Background: an optimization exercise with open tools, aiming at small area. Do not read the settings as production practice.
RTL that was checked went through simulation tests only; none was proved equivalent to the original.
No activity file was given, so power comes from the tool's default toggle rates.

==> flow/design.v (excerpt) <==
module udp_rx_stack(
    input               i_clk               ,
    input               i_rst               ,
    input [31:0]        i_local_ip          ,
    input               i_local_ip_valid    ,
    input [15:0]        i_local_port        ,
    input               i_local_port_valid  ,
    input [7:0]         i_GMII_data         ,
    input               i_GMII_valid        ,
    output [47:0]       o_rec_src_mac       ,
    output              o_rec_src_valid     ,
    output              o_crc_error         ,
    output              o_crc_valid         ,
    output [7:0]        o_udp_data          ,
    output [15:0]       o_udp_len           ,
    output              o_udp_last          ,
    output              o_udp_valid         ,
    output [15:0]       o_icmp_seq          ,
    output              o_icmp_reply        ,
    output [47:0]       o_arp_mac           ,
    output [31:0]       o_arp_ip            ,
    output              o_arp_valid         ,
    output              o_arp_reply
);
reg [7:0]   s0, s1, s2, s3, s4, s5, s6, s7, s8, s9, s10;
always @(posedge i_clk) begin
    s0 <= i_GMII_data;
    s1 <= s0; s2 <= s1; s3 <= s2; s4 <= s3; s5 <= s4;
    s6 <= s5; s7 <= s6; s8 <= s7; s9 <= s8; s10 <= s9;
end
reg         v0, v1;
  ...
Size: about 1100 cells after synthesis, about 410 flip-flops, roughly 240 I/O pins, ~0.015 mm^2 of cells after synthesis.
clock: 8.0 ns
lec_check: 0
cap_margin: 20
core_margin: 2
core_utilization: 40
slew_margin: 20
run.sh (not shown) runs the stock make flow with config.mk's settings and CLKGATE_MAP_FILE= SYNTH_SCRIPT=/design/flow/synth_recipe.tcl, a recipe that flattens the netlist after the stock synthesis.
The starting point went through all stages and came out clean.
Then changed:
--- a/flow/design.v
+++ b/flow/design.v
@@ -132,53 +132,46 @@
 always @(posedge i_clk or posedge i_rst) begin
     if (i_rst)
         post_valid <= 1'b0;
     else if (neg)
         post_valid <= 1'b0;
     else if (rc == 5'd25 && hdr_ok)
         post_valid <= 1'b1;
 end
 wire        d5at6 = v0 && rc == 5'd6 && s0_d5;
-wire        crc_full  = crc_arm && rc >= 5'd12;
-wire        crc_quirk = crc_arm && rc <= 5'd10;
-reg         crc_arm, crc_stuck, crc_hold, crc_chk, crc_chk0;
+reg         crc_arm, crc_stuck, crc_chk;
 always @(posedge i_clk or posedge i_rst) begin
     if (i_rst) begin
         crc_arm   <= 1'b0;
         crc_stuck <= 1'b0;
-        crc_hold  <= 1'b0;
         crc_chk   <= 1'b0;
-        crc_chk0  <= 1'b0;
     end else begin
-        crc_chk  <= neg && (crc_stuck || crc_hold || crc_full);
-        crc_chk0 <= neg && crc_hold && !crc_full;
+        crc_chk <= neg && (crc_stuck || (crc_arm && rc >= 5'd12));
         if (neg) begin
-            crc_hold  <= crc_quirk && (crc_stuck || crc_hold) && rc == 5'd10;
-            crc_stuck <= crc_quirk && !((crc_stuck || crc_hold) && rc == 5'd10);
+            crc_stuck <= crc_arm && rc <= 5'd10;
             crc_arm   <= 1'b0;
         end else if (d5at6)
             crc_arm   <= 1'b1;
     end
 end
 reg  [31:0] crc;
 wire [31:0] crc_next;
 CRC32_D8 CRC32_D8_u0(.i_crc(crc), .i_data(s1), .o_crc(crc_next));
 always @(posedge i_clk)
     crc <= (d5at6 && !crc_stuck) ? 32'h30F1A90F : crc_next;
 reg         ro_crc_valid, ro_crc_error;
 always @(posedge i_clk or posedge i_rst) begin
     if (i_rst) begin
         ro_crc_valid <= 1'b0;
         ro_crc_error <= 1'b0;
     end else begin
         ro_crc_valid <= crc_chk;
-        ro_crc_error <= crc_chk && (crc_chk0 ? {s2, s3, s4, s5} != 32'd0
-                                             : crc != 32'hC704DD7B);
+        ro_crc_error <= crc_chk && crc != 32'hC704DD7B;
     end
 end
 reg         i0v, i0l, i1v, i1l, a0v;
 always @(posedge i_clk or posedge i_rst) begin
     if (i_rst) begin
         i0v <= 1'b0; i0l <= 1'b0; i1v <= 1'b0; i1l <= 1'b0; a0v <= 1'b0;
     end else begin
         i0v <= post_valid & is_ip;
         i0l <= post_valid & is_ip & post_last;
The changed run finished with timing, DRC and antenna clean.
Cell count goes down by 0.63%.
Global-route usage stays flat.
Design area goes down by about 0.4%.
Worst setup slack got worse by 0.14 ns.
Count of clock-buffer cells in the layout goes down by 4.
Wire length goes down by about 0.9%.
Register-to-register slack got worse by 0.37 ns.
Synthesized cell count goes down by 1.4%.
Clock power goes up by about 3%.
Total power goes up by 0.83%.
Die area goes down by about 1%.
Synthesized area goes down by 1.0%.
For the second run of this note, only the layout was checked, not whether the RTL still works.

Setup of v7:
udp_rx_stack, a different RTL version from the one above (not shown whole).
For scale: roughly 990 cells after synthesis, roughly 390 flip-flops, about 14000 um^2 of cells after synthesis.
## udp_rx_stack
module udp_rx_stack(
    input               i_clk               ,
    input               i_rst               ,
    input [31:0]        i_local_ip          ,
    input               i_local_ip_valid    ,
    input [15:0]        i_local_port        ,
    input               i_local_port_valid  ,
    input [7:0]         i_GMII_data         ,
    input               i_GMII_valid        ,
    output [47:0]       o_rec_src_mac       ,
    output              o_rec_src_valid     ,
    output              o_crc_error         ,
    output              o_crc_valid         ,
    output [7:0]        o_udp_data          ,
    output [15:0]       o_udp_len           ,
    output              o_udp_last          ,
    output              o_udp_valid         ,
    output [15:0]       o_icmp_seq          ,
    output              o_icmp_reply        ,
    output [47:0]       o_arp_mac           ,
    output [31:0]       o_arp_ip            ,
    output              o_arp_valid         ,
    output              o_arp_reply
);
==> flow/config.mk <==
export PLATFORM = sky130hd
export DESIGN_NAME = udp_rx_stack
export DESIGN_NICKNAME = udp_rx_stack
export VERILOG_FILES = /design/flow/design.v
export SDC_FILE = /design/flow/constraint.sdc
export NUM_CORES = 4
export LEC_CHECK = 0
export CAP_MARGIN = 20
export CORE_MARGIN = 2
export CORE_UTILIZATION = 65
export SLEW_MARGIN = 20
==> flow/constraint.sdc <==
create_clock -name core_clock -period 8.0 [get_ports {i_clk}]
set_input_delay 1.6000 -clock core_clock [delete_from_list [all_inputs] [get_ports {i_clk}]]
set_output_delay 1.6000 -clock core_clock [all_outputs]
set_load 0.01 [all_outputs]
standard.sh (not shown) runs the stock make flow with config.mk's settings and CLKGATE_MAP_FILE= SYNTH_SCRIPT=/design/flow/synth_recipe.tcl, a recipe that flattens the netlist after the stock synthesis.
==> flow/flow/run.sh <==
#!/bin/bash
set -euo pipefail
cd "$(dirname "$0")/.."
export BUFFER_PORTS_ARGS="-buffer_cell sky130_fd_sc_hd__buf_1"
export CTS_ARGS="-sink_clustering_enable -repair_clock_nets -dont_use_dummy_load -buf_list sky130_fd_sc_hd__clkbuf_4 -sink_clustering_size 9 -sink_clustering_max_diameter 60"
bash standard.sh finish > flow_make.log 2>&1
Input-level comparison between v25 and v7:
--- a/flow/design.v
+++ b/flow/design.v
@@ -81,21 +81,21 @@
     output              o_udp_valid         ,
     output [15:0]       o_icmp_seq          ,
     output              o_icmp_reply        ,
     output [47:0]       o_arp_mac           ,
     output [31:0]       o_arp_ip            ,
     output              o_arp_valid         ,
     output              o_arp_reply
 );
-reg [7:0]   s0, s1, s2, s3, s4, s5, s6, s7, s8, s9, s10;
+reg [7:0]   s0, s1, s2, s3, s4, s5, s6, s7, s8;
 always @(posedge i_clk) begin
     s0 <= i_GMII_data;
     s1 <= s0; s2 <= s1; s3 <= s2; s4 <= s3; s5 <= s4;
-    s6 <= s5; s7 <= s6; s8 <= s7; s9 <= s8; s10 <= s9;
+    s6 <= s5; s7 <= s6; s8 <= s7;
 end
 reg         v0, v1;
 always @(posedge i_clk or posedge i_rst) begin
     if (i_rst) begin
         v0 <= 1'b0;
         v1 <= 1'b0;
     end else begin
         v0 <= i_GMII_valid;
@@ -231,17 +231,17 @@
     if (i0v && (ic == 11'd2 || ic == 11'd3))
         ip_len <= {ip_len[7:0], s6};
 reg         t17, t1;                 
 always @(posedge i_clk)
     if (i0v && ic == 11'd9) begin
         t17 <= s6 == 8'd17;
         t1  <= s6 == 8'd1;
     end
-wire        ip_hit = i1v && ic == 11'd20 && (t17 || t1) && {s10, s9, s8, s7} == local_ip;
+wire        ip_hit = i1v && ic == 11'd20 && (t17 || t1) && {pb, s8, s7} == local_ip;
 reg         ipv;
 always @(posedge i_clk or posedge i_rst) begin
     if (i_rst)
         ipv <= 1'b0;
     else if (i_end)
         ipv <= 1'b0;
     else if (ip_hit)
         ipv <= 1'b1;
@@ -266,40 +266,43 @@
 assign      ic_run = i0v | a0v | ipv | xv;
 wire        uv     = xv & t17;
 wire        cv     = xv & t1;
 wire        u_in   = (xv | xvd) & t17;   
 reg [7:0]   u0;                      
 always @(posedge i_clk)
     if (ipv && t17)
         u0 <= s7;
-reg [15:0]  port;
+reg [15:0]  pb;
 always @(posedge i_clk)
-    if (uv && (ic == 11'd24 || ic == 11'd25))
-        port <= {port[7:0], u0};
+    if ((i0v && (ic == 11'd18 || ic == 11'd19)) ||
+        (uv  && (ic == 11'd24 || ic == 11'd25)) ||
+        (cv  && (ic == 11'd28 || ic == 11'd29)))
+        pb <= {pb[7:0], s8};
+wire        len_eq = {5'd0, ic} == ip_len;
 reg         len2, u_len;
 always @(posedge i_clk or posedge i_rst) begin
     if (i_rst)
         len2  <= 1'b0;
-    else if (uv)
-        len2 <= ip_len == 16'd22;
+    else if (uv && ic == 11'd22)      
+        len2 <= len_eq;
 end
 always @(posedge i_clk)
     u_len <= u_in;
 reg         ro_udp_valid, ro_udp_last;
 always @(posedge i_clk or posedge i_rst) begin
     if (i_rst) begin
         ro_udp_valid <= 1'b0;
         ro_udp_last  <= 1'b0;
     end else begin
         if (uv && !ipv)
             ro_udp_valid <= 1'b0;
-        else if (uv && ic == 11'd29 && port == local_port)
+        else if (uv && ic == 11'd29 && pb == local_port)
             ro_udp_valid <= 1'b1;
-        ro_udp_last <= u_in ? {5'd0, ic} == ip_len : len2;
+        ro_udp_last <= u_in ? len_eq : len2;
     end
 end
 reg         type8, ro_icmp_reply;
 always @(posedge i_clk)
     if (cv && ic == 11'd22)
         type8 <= s8 == 8'd8;
 always @(posedge i_clk or posedge i_rst) begin
     if (i_rst)
@@ -334,15 +337,15 @@
 assign o_rec_src_mac   = src_mac;
 assign o_rec_src_valid = src_valid;
 assign o_crc_error     = ro_crc_error;
 assign o_crc_valid     = ro_crc_valid;
 assign o_udp_data      = u0;
 assign o_udp_len       = u_len ? ip_len - 16'd28 : 16'hFFFA;
 assign o_udp_last      = ro_udp_last;
 assign o_udp_valid     = ro_udp_valid;
-assign o_icmp_seq      = {s10, s9};
+assign o_icmp_seq      = pb;
 assign o_icmp_reply    = ro_icmp_reply;
 assign o_arp_mac       = arp_mac;
 assign o_arp_ip        = arp_ip;
 assign o_arp_valid     = ro_arp_valid;
 assign o_arp_reply     = ro_arp_reply;
 endmodule
### Flow results
- Against v7, v25 reports a fraction of area in registers that is lower.
- v25 against v7; sum of met3 wire segment lengths after detailed routing is up by more than 10%.
- A critical path's slowest cell of a2111oi_0 is what v7 shows, while edfxtp_1 belongs to v25.
- Going from v7 to v25, total power shrank by a few percent.
- Between v7 and v25, the net count reported at finish is higher for v7.
- Lower number of clock-tree buffers in the layout was reported by v25, not v7.
- v25 ran to completion and came out clean on the timing, design-rule and antenna checks.
- v25 packs its core tighter than v7.
For v7, only the layout was checked, not whether the RTL still works.

## static timing again, ports no longer ideal
The results above use ideal ports. As a check the final layouts listed here were re-extracted and re-timed, cells and wires unchanged.
Step 1, drivers: a clkbuf_16 drives i_clk and a buf_2 each remaining input, both assumed.
Step 2 times the ports against the registers' clock, not the clock port: input delays grow and output delays shrink by t, the midpoint of the rising clock arrivals with the driver on.
a / b / c = ideal / step 1 / step 2; a / b = the first two.
run	t (ns)	setup WS [ns]	worst hold slack (ns)	worst slew at a driven data input, ns	cell pins on the clock port's net
the first run of note 1	0.605	4.766 / 4.720 / 4.188	0.347 / 0.347 / 0.347	0.06	1
the second run of note 1	0.611	4.623 / 4.623 / 4.623	0.320 / 0.320 / 0.320	0.06	1
v7	0.683	3.103 / 3.064 / 3.747	0.348 / 0.348 / 0.348	0.07	1
v25	0.691	3.939 / 3.901 / 4.592	0.353 / 0.353 / 0.353	0.07	1
After both steps setup and hold are still met in every run listed. The setup slack of the first run of note 1, which loses most, moves by -0.046 ns with the drivers and by -0.578 ns with both steps. The worst setup slack also covers recovery checks on asynchronous resets.
